This is an optimization exercise on Yosys and OpenROAD, whose aim is small area and a short achievable clock period, not a production implementation.
The RTL was checked by simulation tests, not by an equivalence proof against the original design.

## flow/design.v (module list and top-level ports; edited modules follow where they fit)
// module macc_417: 734 lines
// module booth_enc: 6 lines
// module booth_row: 5 lines
// module last_row: 3 lines
// module fa: 4 lines
// module ha: 4 lines
// module fa1: 4 lines
// module xnor_g: 3 lines
// module or_g: 3 lines
// module final_adder: 596 lines
// module g_inv: 3 lines
// module g_nand: 3 lines
// module g_or: 3 lines
// module g_nor: 3 lines
// module g_xor: 3 lines
// module g_xnor: 3 lines
// module g_aoi21: 3 lines
// module g_oai21: 3 lines
module macc_417
  #(parameter A_WIDTH = 32,
    parameter B_WIDTH = 32
  )
  (
    input clk,
    input rst,
    input [A_WIDTH-1:0] a,
    input [B_WIDTH-1:0] b,
    input accumulate_enable,
    output [A_WIDTH+B_WIDTH-1:0] result,
    output overflow
  );
  // ...
==> flow/flow/run.sh <==
#!/bin/bash
# The standard layout (the standard.sh: standard synthesis, then ORFS to
# finish), with one change: the buffers placed on the input and output ports
# are sky130_fd_sc_hd__buf_2 cells instead of the ones buffer_ports picks.
set -euo pipefail
export BUFFER_PORTS_ARGS="-buffer_cell sky130_fd_sc_hd__buf_2"
bash standard.sh > standard_flow.log 2>&1
==> flow/standard.sh <==
#!/bin/bash
# synth_recipe.tcl (not shown) runs the flow's synth.tcl, then flattens the netlist and writes it again
# the make line also repeats each setting of config.mk as NAME=value (left out here)
make -C /OpenROAD-flow-scripts/flow DESIGN_CONFIG=/design/flow/config.mk WORK_HOME=/design/flow/orfs CLKGATE_MAP_FILE= SYNTH_SCRIPT=/design/flow/synth_recipe.tcl "${@:-finish}"
==> flow/config.mk <==
export PLATFORM = sky130hd
export DESIGN_NAME = macc_417
export DESIGN_NICKNAME = macc_417
export VERILOG_FILES = /design/flow/design.v
export SDC_FILE = /design/flow/constraint.sdc
export NUM_CORES = 4
export LEC_CHECK = 0
export CAP_MARGIN = 20
export CORE_MARGIN = 2
export CORE_UTILIZATION = 40
export SLEW_MARGIN = 20
export SYNTH_HIERARCHICAL = 1
export SYNTH_MINIMUM_KEEP_SIZE = 0
==> flow/constraint.sdc <==
create_clock -name core_clock -period 55.0 [get_ports {clk}]
set_input_delay 11.0000 -clock core_clock [delete_from_list [all_inputs] [get_ports {clk}]]
set_output_delay 11.0000 -clock core_clock [all_outputs]
set_load 0.01 [all_outputs]
==> flow_summary.json, run 1 <==
{
  "outcome": "timing/DRC/antenna clean",
  "dpl-instance-area_um2": 27400,
  "synthMuxAreaShare": 0,
  "grt_max_degree": 65,
  "hold_path.startpoint": "accumulator[0]$_DFF_PP0_",
  "hold_path_class": "reg2reg",
  "holdWs_ns": 0.618,
  "drt_first_pass_iters": 6,
  "skew_ns": 0.0190,
  "seq-cell-share": 0.0579,
  "post-route-util": 0.421,
  "synth_edf_count": 0,
  "rr_startpoint": "accumulator[26]$_DFF_PP0_",
  "netlist_area_um2": 26500,
  "yosys_warnings": 7,
  "cp_data_required_time_ns": 44.00,
  "layout-drive-gt1-share": 0.158,
  "worst_ep_arrival_time_ns": 19.28,
  "syn_inst": 2383,
  "design.seq.count": 64,
  "dieArea_um2": 68200,
  "drt-met1-wl_mm": 34.9,
  "use_met1": 0.350,
  "regMostFlops": "accumulator",
  "tapCellCount": 864
}
==> module booth_enc, before the edit <==
module booth_enc (input [2:0] y, output one, output two, output neg, output negn);
  assign one = y[1] ^ y[0];
  assign two = (y[2] & ~y[1] & ~y[0]) | (~y[2] & y[1] & y[0]);
  assign neg = y[2];
  assign negn = ~neg;
endmodule
==> run 2, diff against run 1 <==
--- a/flow/design.v
+++ b/flow/design.v
@@ -17,17 +17,17 @@
     else accumulator <= result;
   end
   wire [31:0] ag = a & {32{accumulate_enable}};
   wire [32:0] bx = {b, 1'b0};
   wire [15:0] one, two, neg, negn;
   genvar gi;
   generate
     for (gi = 0; gi < 16; gi = gi + 1) begin : g_enc
-      booth_enc u_enc (.y(bx[2*gi+2:2*gi]),
+      booth_enc u_enc (.en(accumulate_enable), .y(bx[2*gi+2:2*gi]),
                        .one(one[gi]), .two(two[gi]), .neg(neg[gi]), .negn(negn[gi]));
     end
   endgenerate
   wire [31:0] pl;
   last_row u_last (.y(b[31]), .a(ag), .pl(pl));
   wire [32:0] pp0;
   booth_row u_row0 (.one(one[0]), .two(two[0]), .neg(neg[0]), .a(ag), .pp(pp0));
   wire [32:0] pp1;
@@ -727,20 +727,20 @@
   assign s590 = ~c588;
   wire [64:0] x = {c589, c587, c584, c581, c577, c573, c568, c563, c557, c551, c544, c537, c529, c521, c512, c503, c493, c483, c472, c461, c449, c437, c424, c411, c397, c383, c368, c353, c337, c321, c304, c287, c271, c255, c239, c224, c209, c195, c181, c168, c155, c143, c131, c120, c109, c99, c89, c80, c71, c63, c55, c48, c41, c35, c29, c24, c19, c15, c11, c8, s7, c3, s2, pp0[1], pp0[0]};
   wire [64:0] y = {s590, s589, s587, s584, s581, s577, s573, s568, s563, s557, s551, s544, s537, s529, s521, s512, s503, s493, s483, s472, s461, s449, s437, s424, s411, s397, s383, s368, s353, s337, s321, s304, s287, s271, s255, s239, s224, s209, s195, s181, s168, s155, s143, s131, s120, s109, s99, s89, s80, s71, s63, s55, s48, s41, s35, s29, s24, s19, s15, s11, s8, s5, s3, s1, s0};
   wire [64:0] sum;
   final_adder u_add (.x(x), .y(y), .s(sum));
   assign result = sum[63:0];
   assign overflow = sum[64];
 endmodule
-module booth_enc (input [2:0] y, output one, output two, output neg, output negn);
+module booth_enc (input en, input [2:0] y, output one, output two, output neg, output negn);
   assign one = y[1] ^ y[0];
   assign two = (y[2] & ~y[1] & ~y[0]) | (~y[2] & y[1] & y[0]);
-  assign neg = y[2];
+  assign neg = en & y[2];
   assign negn = ~neg;
 endmodule
 module booth_row (input one, input two, input neg, input [31:0] a, output [32:0] pp);
   wire [32:0] a0 = {1'b0, a};
   wire [32:0] a1 = {a, 1'b0};
   assign pp = ((a0 & {33{one}}) | (a1 & {33{two}})) ^ {33{neg}};
 endmodule
 module last_row (input y, input [31:0] a, output [31:0] pl);
==> flow_summary.json, run 2 <==
{
  "use_met3": 0.0659,
  "hold_path_class": "reg2reg",
  "clk_path_buf_depth": 2,
  "final_cell_mix": "586 x xnor2_1, 526 x fa_1, 496 x a22oi_1, 131 x buf_2, 113 x ha_1",
  "rr_worst_depth": 20,
  "setup_viol": 0,
  "ctsHoldBuffers": 0,
  "finalWeightedCongestion": 0.905,
  "skew_ns": 0.0126,
  "cts_buffers": 9,
  "row_count": 94,
  "die_w_um": 261,
  "coreArea_um2": 65500,
  "use_met1": 0.365,
  "drt_first_pass_iters": 6,
  "yosysMostFrequentCell": "xnor2_1",
  "critical_path.top_delay_family": "adder cells",
  "holdWs_ns": 0.634,
  "antenna_found_initial": 0,
  "fmax_ghz": 0.0328,
  "reg2reg_slack_ns": 48.41,
  "final_common_cell": "xnor2_1",
  "rsz0062_at_grt": "no",
  "yosys-top-cells-area": "fa_1 40%, xnor2_1 19%, a22oi_1 14%",
  "synth_edf_count": 0,
  "dieArea_um2": 68100,
  "syn_inst": 2383,
  "clkTransAtPathRegs_ns": 0.07,
  "busiest_layer": "met2",
  "synth_top_family_by_area": "adder cells",
  "worstSetupEndpointType": "primary output",
  "avgSynthCellArea_um2": 11.1,
  "yosys.area_share.simple": 0.0430,
  "max_slew_margin": 0.295,
  "worstMarginPinSlew_ns": 1.06,
  "yosys_warnings": 7,
  "largest_reg_flops": 64,
  "drt_iter0_drc": 2405,
  "ios": 132,
  "synthMuxAreaShare": 0,
  "grt_overflow": 0,
  "ys_ff_latch": 64,
  "hold_viol_final": 0,
  "post_drt_via_cell_ratio": 6.31,
  "cts_tree": "done",
  "outcome": "timing/DRC/antenna clean",
  "cp_data_required_time_ns": 44.00,
  "vias": 20764,
  "worst_ep_arrival_time_ns": 19.47,
  "post-route-drc-count": 0,
  "reg_top3": "accumulator: 64 flops",
  "fin_nets": 3129,
  "regMostFlops": "accumulator",
  "htreeDepth": 3,
  "hold_path.startpoint": "accumulator[0]$_DFF_PP0_",
  "seq_area_frac_synth": 0.0607,
  "fin_tns_setup_ns": 0,
  "grt_pass1_vias": 22843,
  "grt_max_degree": 65,
  "grt_pass1_wl_mm": 144,
  "rr_endpoint": "accumulator[63]$_DFF_PP0_",
  "synth-compound-area-share": 0.183,
  "rr_startpoint": "accumulator[26]$_DFF_PP0_",
  "hpwl_mm": 61.3,
  "clock_latency_ns": 0.41,
  "initial_utilization": 0.403,
  "netlist_top_cells_count": "586 x xnor2_1, 526 x fa_1, 496 x a22oi_1",
  "holdPathStages": 2,
  "grt_usage": 0.282,
  "crit_type": "in2out",
  "yosys_most_used_dff": "dfrtp_1",
  "layout-drive-gt1-share": 0.162,
  "synth_xor_area_frac": 0.207,
  "syn_to_final_growth_pct": 4.98,
  "root_buffer": "clkbuf_16",
  "synth_top_area_frac": 0.399,
  "io_buffers": 131,
  "netlist_area_um2": 26400,
  "ant_nets": 0,
  "finalCriticalPeriod_ns": 30.47,
  "drv_slew": 0,
  "crit_fanout": 48,
  "synth_fa_ha_area_frac": 0.452,
  "timing.critical_path.buf_inv": 3,
  "clkSinkCount": 64,
  "post-route-period-util": 0.554,
  "grtUsageMet2": 0.444,
  "dpl-instance-area_um2": 27500,
  "wirelength_mm": 93.7,
  "cp_slowest_cell": "and2_2",
  "synth_largest_area_cell": "fa_1",
  "diodes": 0,
  "die_h_um": 261,
  "postCtsSetupRepairBufs": 0,
  "wl_per_cell_um": 28.5,
  "cts_resized": 0,
  "cap_violations": 0,
  "synth_cell_types": 21,
  "synth-async-reset-ratio": 1.00,
  "start_kind": "input pin",
  "final_area_um2": 27700,
  "cpPeakStageDelay_ns": 0.94,
  "holdPathEnd": "accumulator[0]$_DFF_PP0_",
  "nFillCells": 6287
}
## run 2: layout make-up
type | count | area (um2) | area share
Sequential cell | 64 | 1600 | 0.0578
Inverter | 39 | 149 | 0.00537
Tap cell | 864 | 1080 | 0.0390
Clock inverter | 4 | 25.0 | 0.000903
Clock buffer | 9 | 225 | 0.00813
Timing Repair Buffer | 194 | 1130 | 0.0409
Multi-Input combinational cell | 2115 | 23500 | 0.848
## run 2: worst register-to-register path, cell delays in order, from the launching register on
cell and delay (ns):
dfrtp_1 0.38, fa_1 0.50, fa_1 0.56, fa_1 0.43, fa_1 0.40, fa_1 0.51
fa_1 0.42, ha_1 0.32, ha_1 0.34, a21oi_2 0.16, o21ai_1 0.19, a21oi_2 0.17
o21ai_1 0.09, a21oi_2 0.41, inv_1 0.12, a21oi_2 0.45, o21ai_1 0.32, a21oi_2 0.27
o21ai_1 0.15, a21oi_2 0.15, xnor2_1 0.16
## run 2: Yosys stat by module, one instance, submodules excluded, excerpt
module       area (um2)  flops+latches
macc_417           1870             64
booth_row           607              0
fa                 20.0              0
ha                 12.5              0
g_xnor             8.76              0
g_xor              8.76              0
final_adder        7.51              0
or_g               6.26              0
g_inv              3.75              0
g_nor              3.75              0
g_nand             3.75              0
## run 2: metrics by stage
step	setup WS, ns	cells	util
floorplan	27.06	2385	-
global route	24.25	3289	0.423
detailed placement	24.69	3276	0.419
finish	24.53	3289	0.423
global placement	24.88	3276	0.419
CTS	24.66	3289	0.423
## run 2: logic make-up (layout without fill, tap and decap cells)
family	after synthesis	count (layout)
simple gates	217	217
fa+ha+maj	639	639
flops	64	64
other cells	1	3
compound gates	632	632
buf+inv	206	246
xor+xnor	624	624
## run 2: how the worst max path moves through the flow
stage                 endpoint              start  cells after the start  slack (ns)
global placement    result[63]  accumulate_enable                     25       24.88
detailed placement  result[63]  accumulate_enable                     25       24.69
floorplan           result[63]  accumulate_enable                     24       27.06
CTS                 result[63]  accumulate_enable                     25       24.66
finish              result[63]  accumulate_enable                     25       24.53
global route        result[63]  accumulate_enable                     25       24.25
## run 2: metal layers
metal  wire (um)  vias to the layer above
met2       43500                     1381
met1       36400                    10799
met3        9290                      300
li1            -                     8284
met4        4550                        0
met5           0                        -
==> run 3, diff against run 2 <==
--- a/flow/config.mk
+++ b/flow/config.mk
@@ -8,5 +8,6 @@
 export CAP_MARGIN = 20
 export CORE_MARGIN = 2
-export CORE_UTILIZATION = 40
+export CORE_UTILIZATION = 55
+export PLACE_DENSITY = 0.72
 export SLEW_MARGIN = 20
 export SYNTH_HIERARCHICAL = 1
==> flow_summary.json, run 3 <==
{
  "outcome": "timing/DRC/antenna clean",
  "post-route-util": 0.578,
  "yosys_most_used_dff": "dfrtp_1",
  "ant_nets": 0,
  "clkTransAtPathRegs_ns": 0.07,
  "ys_ff_latch": 64,
  "grt_usage": 0.365,
  "finalCriticalPeriod_ns": 30.28,
  "yosys-top-cells-area": "fa_1 40%, xnor2_1 19%, a22oi_1 14%",
  "antenna_found_initial": 0,
  "fmax_ghz": 0.0330,
  "regMostFlops": "accumulator",
  "fin_tns_setup_ns": 0,
  "yosys_warnings": 7,
  "netlist_top_cells_count": "586 x xnor2_1, 526 x fa_1, 496 x a22oi_1",
  "clk_path_buf_depth": 2,
  "wl_per_cell_um": 29.1,
  "ctsHoldBuffers": 0,
  "final_cell_mix": "586 x xnor2_1, 526 x fa_1, 496 x a22oi_1, 131 x buf_2, 113 x ha_1",
  "grt_pass1_wl_mm": 137,
  "start_kind": "input pin",
  "reg_top3": "accumulator: 64 flops",
  "wirelength_mm": 88.5,
  "cap_violations": 0,
  "initial_utilization": 0.555,
  "die_w_um": 223,
  "clock_latency_ns": 0.42,
  "layout-drive-gt1-share": 0.159,
  "dieArea_um2": 49800,
  "synth_largest_area_cell": "fa_1",
  "drt_iter0_drc": 2918,
  "seq_area_frac_synth": 0.0607,
  "cts_tree": "done",
  "largest_reg_flops": 64,
  "cts_buffers": 9,
  "ios": 132,
  "postCtsSetupRepairBufs": 0,
  "coreArea_um2": 47500,
  "cp_data_required_time_ns": 44.00,
  "grt_max_degree": 65,
  "avgSynthCellArea_um2": 11.1,
  "final_common_cell": "xnor2_1",
  "io_buffers": 131,
  "post_drt_via_cell_ratio": 6.97,
  "grt_pass1_vias": 23214,
  "drv_slew": 0,
  "clkSinkCount": 64,
  "hold_viol_final": 0,
  "yosysMostFrequentCell": "xnor2_1",
  "hpwl_mm": 58.2,
  "drt_first_pass_iters": 8,
  "crit_fanout": 48,
  "diodes": 0,
  "rsz0062_at_grt": "no",
  "reg2reg_slack_ns": 48.33,
  "worst_ep_arrival_time_ns": 19.28,
  "htreeDepth": 3,
  "grt_overflow": 0,
  "syn_inst": 2383,
  "row_count": 80,
  "synth_cell_types": 21,
  "setup_viol": 0,
  "cts_resized": 0,
  "fin_nets": 3126,
  "die_h_um": 223,
  "syn_to_final_growth_pct": 4.01,
  "post-route-period-util": 0.550,
  "synth_top_area_frac": 0.399,
  "vias": 21195,
  "hold_path_class": "reg2reg",
  "netlist_area_um2": 26400,
  "skew_ns": 0.0139,
  "post-route-drc-count": 0,
  "max_slew_margin": 0.316,
  "root_buffer": "clkbuf_16",
  "crit_type": "in2out",
  "synth_edf_count": 0,
  "finalWeightedCongestion": 0.950,
  "worstSetupEndpointType": "primary output",
  "synth-async-reset-ratio": 1.00,
  "worstMarginPinSlew_ns": 1.03
}
run 3: cell counts after synthesis:
Identical to the previous run, type by type.
run 3: per-layer routing:
| layer | vias up | GRT usage | share of wire |
|---|---|---|---|
| li1 | 8286 | - | - |
| met2 | 1770 | 0.565 | 0.45 |
| met3 | 489 | 0.113 | 0.13 |
| met4 | 0 | 0.207 | 0.066 |
| met1 | 10650 | 0.456 | 0.35 |
| met5 | - | 0.00293 | 0 |
run 3: logic make-up (layout without fill, tap and decap cells):
logic type	count (synthesis)	count (layout)	share of synthesized area
flops	64	64	0.0607
buf+inv	206	246	0.0540
xor+xnor	624	624	0.207
compound gates	632	632	0.183
other cells	1	3	0.000142
fa+ha+maj	639	639	0.452
simple gates	217	217	0.0430
run 3: worst paths after layout:
| path | from | to | depth (start not counted) |
|---|---|---|---|
| setup / recovery | accumulate_enable | result[63] | 26 |
| hold / removal | accumulator[0]$_DFF_PP0_ | accumulator[0]$_DFF_PP0_ | 2 |
| setup reg to reg | accumulator[26]$_DFF_PP0_ | accumulator[63]$_DFF_PP0_ | 20 |
| hold reg to reg | accumulator[0]$_DFF_PP0_ | accumulator[0]$_DFF_PP0_ | 2 |
| max in group asynchronous | rst | accumulator[6]$_DFF_PP0_ | 3 |
| min in group asynchronous | rst | accumulator[61]$_DFF_PP0_ | 3 |
run 3: final cells by class:
cell class	count	area (um2)
Clock inverter	6	91.3
Clock buffer	10	239
Timing Repair Buffer	191	1110
Fill cell	3944	20100
Multi-Input combinational cell	2115	23500
Sequential cell	64	1600
Tap cell	615	769
Inverter	39	146
run 3: per-module statistics from Yosys, one instance, submodules excluded, a selection:
module | copies in the design | area (um2) | cells inside | flip-flops and latches
macc_417 | 1 | 1870 | 102 | 64
booth_row | 16 | 607 | 76 | 0
last_row | 1 | 255 | 35 | 0
booth_enc | 16 | 38.8 | 6 | 0
fa | 526 | 20.0 | 1 | 0
xnor_g | 16 | 8.76 | 1 | 0
g_aoi21 | 81 | 8.76 | 1 | 0
final_adder | 1 | 7.51 | 1 | 0
or_g | 16 | 6.26 | 1 | 0
g_oai21 | 39 | 5.00 | 1 | 0
g_nor | 18 | 3.75 | 1 | 0
g_nand | 39 | 3.75 | 1 | 0
g_inv | 21 | 3.75 | 1 | 0
run 3: stage by stage:
| stage | worst slack (ns) | hold slack [ns] | instances | cell area [um2] |
|---|---|---|---|---|
| after floorplan | 27.06 | 0.683 | 2385 | 26400 |
| after global placement | 25.04 | 0.634 | 3024 | 27100 |
| after detailed placement | 24.97 | 0.650 | 3024 | 27100 |
| after CTS | 24.95 | 0.667 | 3040 | 27500 |
| after global routing | 24.57 | 0.696 | 3040 | 27500 |
| final | 24.72 | 0.649 | 3040 | 27500 |
run 3: critical path: stages:
cell and delay (ns):
buf_2 0.08, buf_4 0.44, and2_2 0.89, a22oi_1 0.23, xnor2_1 0.26, fa_1 0.48
fa_1 0.54, fa_1 0.43, fa_1 0.40, fa_1 0.51, fa_1 0.42, ha_1 0.30
ha_1 0.33, a21oi_2 0.15, o21ai_1 0.17, a21oi_2 0.23, o21ai_1 0.11, a21oi_2 0.41
inv_1 0.11, a21oi_2 0.55, o21ai_1 0.31, a21oi_2 0.27, o21ai_1 0.14, a21oi_2 0.15
xnor2_1 0.15, buf_2 0.17
==> run 4, diff against run 3 <==
--- a/flow/config.mk
+++ b/flow/config.mk
@@ -8,6 +8,6 @@
 export CAP_MARGIN = 20
 export CORE_MARGIN = 2
-export CORE_UTILIZATION = 55
-export PLACE_DENSITY = 0.72
+export CORE_UTILIZATION = 65
+export PLACE_DENSITY = 0.8
 export SLEW_MARGIN = 20
 export SYNTH_HIERARCHICAL = 1
==> flow_summary.json, run 4 <==
{
  "outcome": "timing/DRC/antenna clean",
  "max_slew_margin": 0.272,
  "ios": 132,
  "synth-async-reset-ratio": 1.00,
  "rr_worst_depth": 20,
  "postCtsSetupRepairBufs": 0,
  "final_area_um2": 27300,
  "drt_iter0_drc": 3635,
  "drt_first_pass_iters": 10,
  "vias": 21944,
  "hold_viol_final": 0,
  "ctsHoldBuffers": 0,
  "hold_path_class": "reg2reg",
  "synth_cell_types": 21,
  "io_buffers": 131,
  "fin_nets": 3119,
  "initial_utilization": 0.661,
  "grt_overflow": 0,
  "cp_data_required_time_ns": 44.00,
  "clkSinkCount": 64,
  "skew_ns": 0.0110,
  "netlist_area_um2": 26400,
  "worst_ep_arrival_time_ns": 19.41,
  "fmax_ghz": 0.0329,
  "die_h_um": 206,
  "clk_path_buf_depth": 2,
  "post-route-period-util": 0.553,
  "worstMarginPinSlew_ns": 1.09,
  "cap_violations": 0,
  "ys_ff_latch": 64,
  "antenna_found_initial": 0,
  "grt_pass1_wl_mm": 139,
  "cts_buffers": 9,
  "reg2reg_slack_ns": 48.19,
  "layout-drive-gt1-share": 0.156,
  "drv_slew": 0,
  "crit_fanout": 48,
  "syn_to_final_growth_pct": 3.45,
  "cts_tree": "done",
  "rr_startpoint": "accumulator[29]$_DFF_PP0_",
  "finalCriticalPeriod_ns": 30.41,
  "yosys_most_used_dff": "dfrtp_1",
  "start_kind": "input pin",
  "rr_endpoint": "accumulator[63]$_DFF_PP0_",
  "htreeDepth": 3,
  "die_w_um": 206,
  "grt_usage": 0.441,
  "synth_largest_area_cell": "fa_1",
  "hold_path.startpoint": "accumulator[0]$_DFF_PP0_",
  "dpl-instance-area_um2": 27000,
  "final_common_cell": "xnor2_1",
  "clkTransAtPathRegs_ns": 0.06,
  "ant_nets": 0,
  "clock_latency_ns": 0.40,
  "root_buffer": "clkbuf_16",
  "post-route-util": 0.684,
  "synth_top_area_frac": 0.399,
  "regMostFlops": "accumulator",
  "rsz0062_at_grt": "no",
  "post-route-drc-count": 0,
  "hpwl_mm": 57.4,
  "worstSetupEndpointType": "primary output",
  "final_cell_mix": "586 x xnor2_1, 526 x fa_1, 496 x a22oi_1, 131 x buf_2, 113 x ha_1",
  "wl_per_cell_um": 30.6,
  "crit_start": "accumulate_enable",
  "syn_inst": 2383,
  "crit_type": "in2out",
  "holdWs_ns": 0.666,
  "endpoint": "result[63]",
  "post_drt_via_cell_ratio": 7.46,
  "grt_pass1_vias": 24152,
  "yosysMostFrequentCell": "xnor2_1",
  "setup_viol": 0,
  "cts_resized": 0,
  "wirelength_mm": 90.1,
  "row_count": 73,
  "yosys-top-cells-area": "fa_1 40%, xnor2_1 19%, a22oi_1 14%",
  "finalWeightedCongestion": 0.931,
  "synth_edf_count": 0,
  "grt_max_degree": 65,
  "dieArea_um2": 42200,
  "reg_top3": "accumulator: 64 flops",
  "coreArea_um2": 39900,
  "nFillCells": 3010,
  "yosys_warnings": 7,
  "netlist_top_cells_count": "586 x xnor2_1, 526 x fa_1, 496 x a22oi_1",
  "diodes": 0,
  "avgSynthCellArea_um2": 11.1,
  "seq_area_frac_synth": 0.0607,
  "largest_reg_flops": 64,
  "fin_tns_setup_ns": 0
}
run 4: worst min path at each step:
stage               slack [ns]                       end  cells past startpoint
global route              0.68  accumulator[0]$_DFF_PP0_                      2
floorplan                 0.68  accumulator[0]$_DFF_PP0_                      3
detailed placement        0.64  accumulator[0]$_DFF_PP0_                      2
global placement          0.62  accumulator[0]$_DFF_PP0_                      2
CTS                       0.66  accumulator[0]$_DFF_PP0_                      2
finish                    0.67  accumulator[0]$_DFF_PP0_                      2
run 4: layout make-up:
cell class / instances / area (um2) / share of cell area
well taps: 525 / 657 / 0.0240
clock buffers: 12 / 256 / 0.00939
multi-input cells: 2115 / 23500 / 0.860
repair buffers: 184 / 1070 / 0.0393
flip-flops and latches: 64 / 1600 / 0.0586
clock inverters: 4 / 76.3 / 0.00279
inverters: 39 / 146 / 0.00536
run 4: worst max-delay path: stages:
cell and delay (ns):
buf_2 0.08, buf_4 0.41, and2_2 0.95, a22oi_1 0.23
xnor2_1 0.33, fa_1 0.48, fa_1 0.49, fa_1 0.46
fa_1 0.40, fa_1 0.51, fa_1 0.42, ha_1 0.34
ha_1 0.35, a21oi_2 0.14, o21ai_1 0.14, a21oi_2 0.25
o21ai_1 0.12, a21oi_2 0.56, inv_1 0.13, a21oi_2 0.38
o21ai_1 0.30, a21oi_2 0.30, o21ai_1 0.15, a21oi_2 0.15
xnor2_1 0.14, buf_2 0.16
run 4: metal layers:
layer  GRT usage  part of all wire  vias up
met5     0.00119                 0        -
met4       0.282             0.073        0
met3       0.149              0.15      672
met2       0.673              0.45     2220
met1       0.539              0.33    10785
li1            -                 -     8267
run 4: per-module statistics from Yosys, one instance, submodules excluded, excerpt:
| module | cells inside | cell area, um2 | copies in the design | flip-flops and latches |
|---|---|---|---|---|
| booth_enc | 6 | 38.8 | 16 | 0 |
| booth_row | 76 | 607 | 16 | 0 |
| fa | 1 | 20.0 | 526 | 0 |
| final_adder | 1 | 7.51 | 1 | 0 |
| g_aoi21 | 1 | 8.76 | 81 | 0 |
| g_inv | 1 | 3.75 | 21 | 0 |
| g_nand | 1 | 3.75 | 39 | 0 |
| g_nor | 1 | 3.75 | 18 | 0 |
| g_xnor | 1 | 8.76 | 42 | 0 |
| g_xor | 1 | 8.76 | 22 | 0 |
| ha | 1 | 12.5 | 113 | 0 |
| last_row | 35 | 255 | 1 | 0 |
| macc_417 | 102 | 1870 | 1 | 64 |
| or_g | 1 | 6.26 | 16 | 0 |
| xnor_g | 1 | 8.76 | 16 | 0 |
run 4: cell families after synthesis:
group           Yosys count  synth area share
flops                    64            0.0607
buf+inv                 206            0.0540
fa+ha+maj               639             0.452
other cells               1          0.000142
simple gates            217            0.0430
xor+xnor                624             0.207
compound gates          632             0.183
run 4: through the flow:
stage	setup WS [ns]	instances
floorplan	27.06	2385
global placement	24.96	2926
detailed placement	24.87	2926
CTS	24.85	2942
global route	24.39	2943
finish	24.59	2943

==> what the ideal ports hide <==
Ports are ideal in the flow. The routed layouts listed here were re-timed in OpenROAD. Step 1 (the two cells are an assumption about what drives the block):
set clk [get_ports {clk}]
set_driving_cell -lib_cell sky130_fd_sc_hd__clkbuf_16 $clk
set_driving_cell -lib_cell sky130_fd_sc_hd__buf_2 [delete_from_list [all_inputs] $clk]
Step 2 moves the port delays by t, midway between the first and last clock arrival at a register: inputs arrive t later, outputs are due t later. That takes back most of the time a late clock gives input paths. Slacks: no drivers / after step 1 / after step 2; pairs: no drivers / after step 1.
run	t (ns)	slack for setup (ns)	worst hold slack (ns)	worst register clock-pin slew, ns	worst slew at a driven data input, ns
run 1	0.462	24.717 / 24.696 / 24.696	0.618 / 0.618 / 0.618	0.07 / 0.07	0.05
run 2	0.470	24.527 / 24.498 / 24.498	0.634 / 0.634 / 0.634	0.07 / 0.07	0.05
run 3	0.473	24.724 / 24.695 / 24.695	0.649 / 0.649 / 0.649	0.07 / 0.07	0.04
run 4	0.447	24.591 / 24.565 / 24.565	0.666 / 0.666 / 0.666	0.07 / 0.07	0.05
After both steps setup and hold are still met in every run listed.
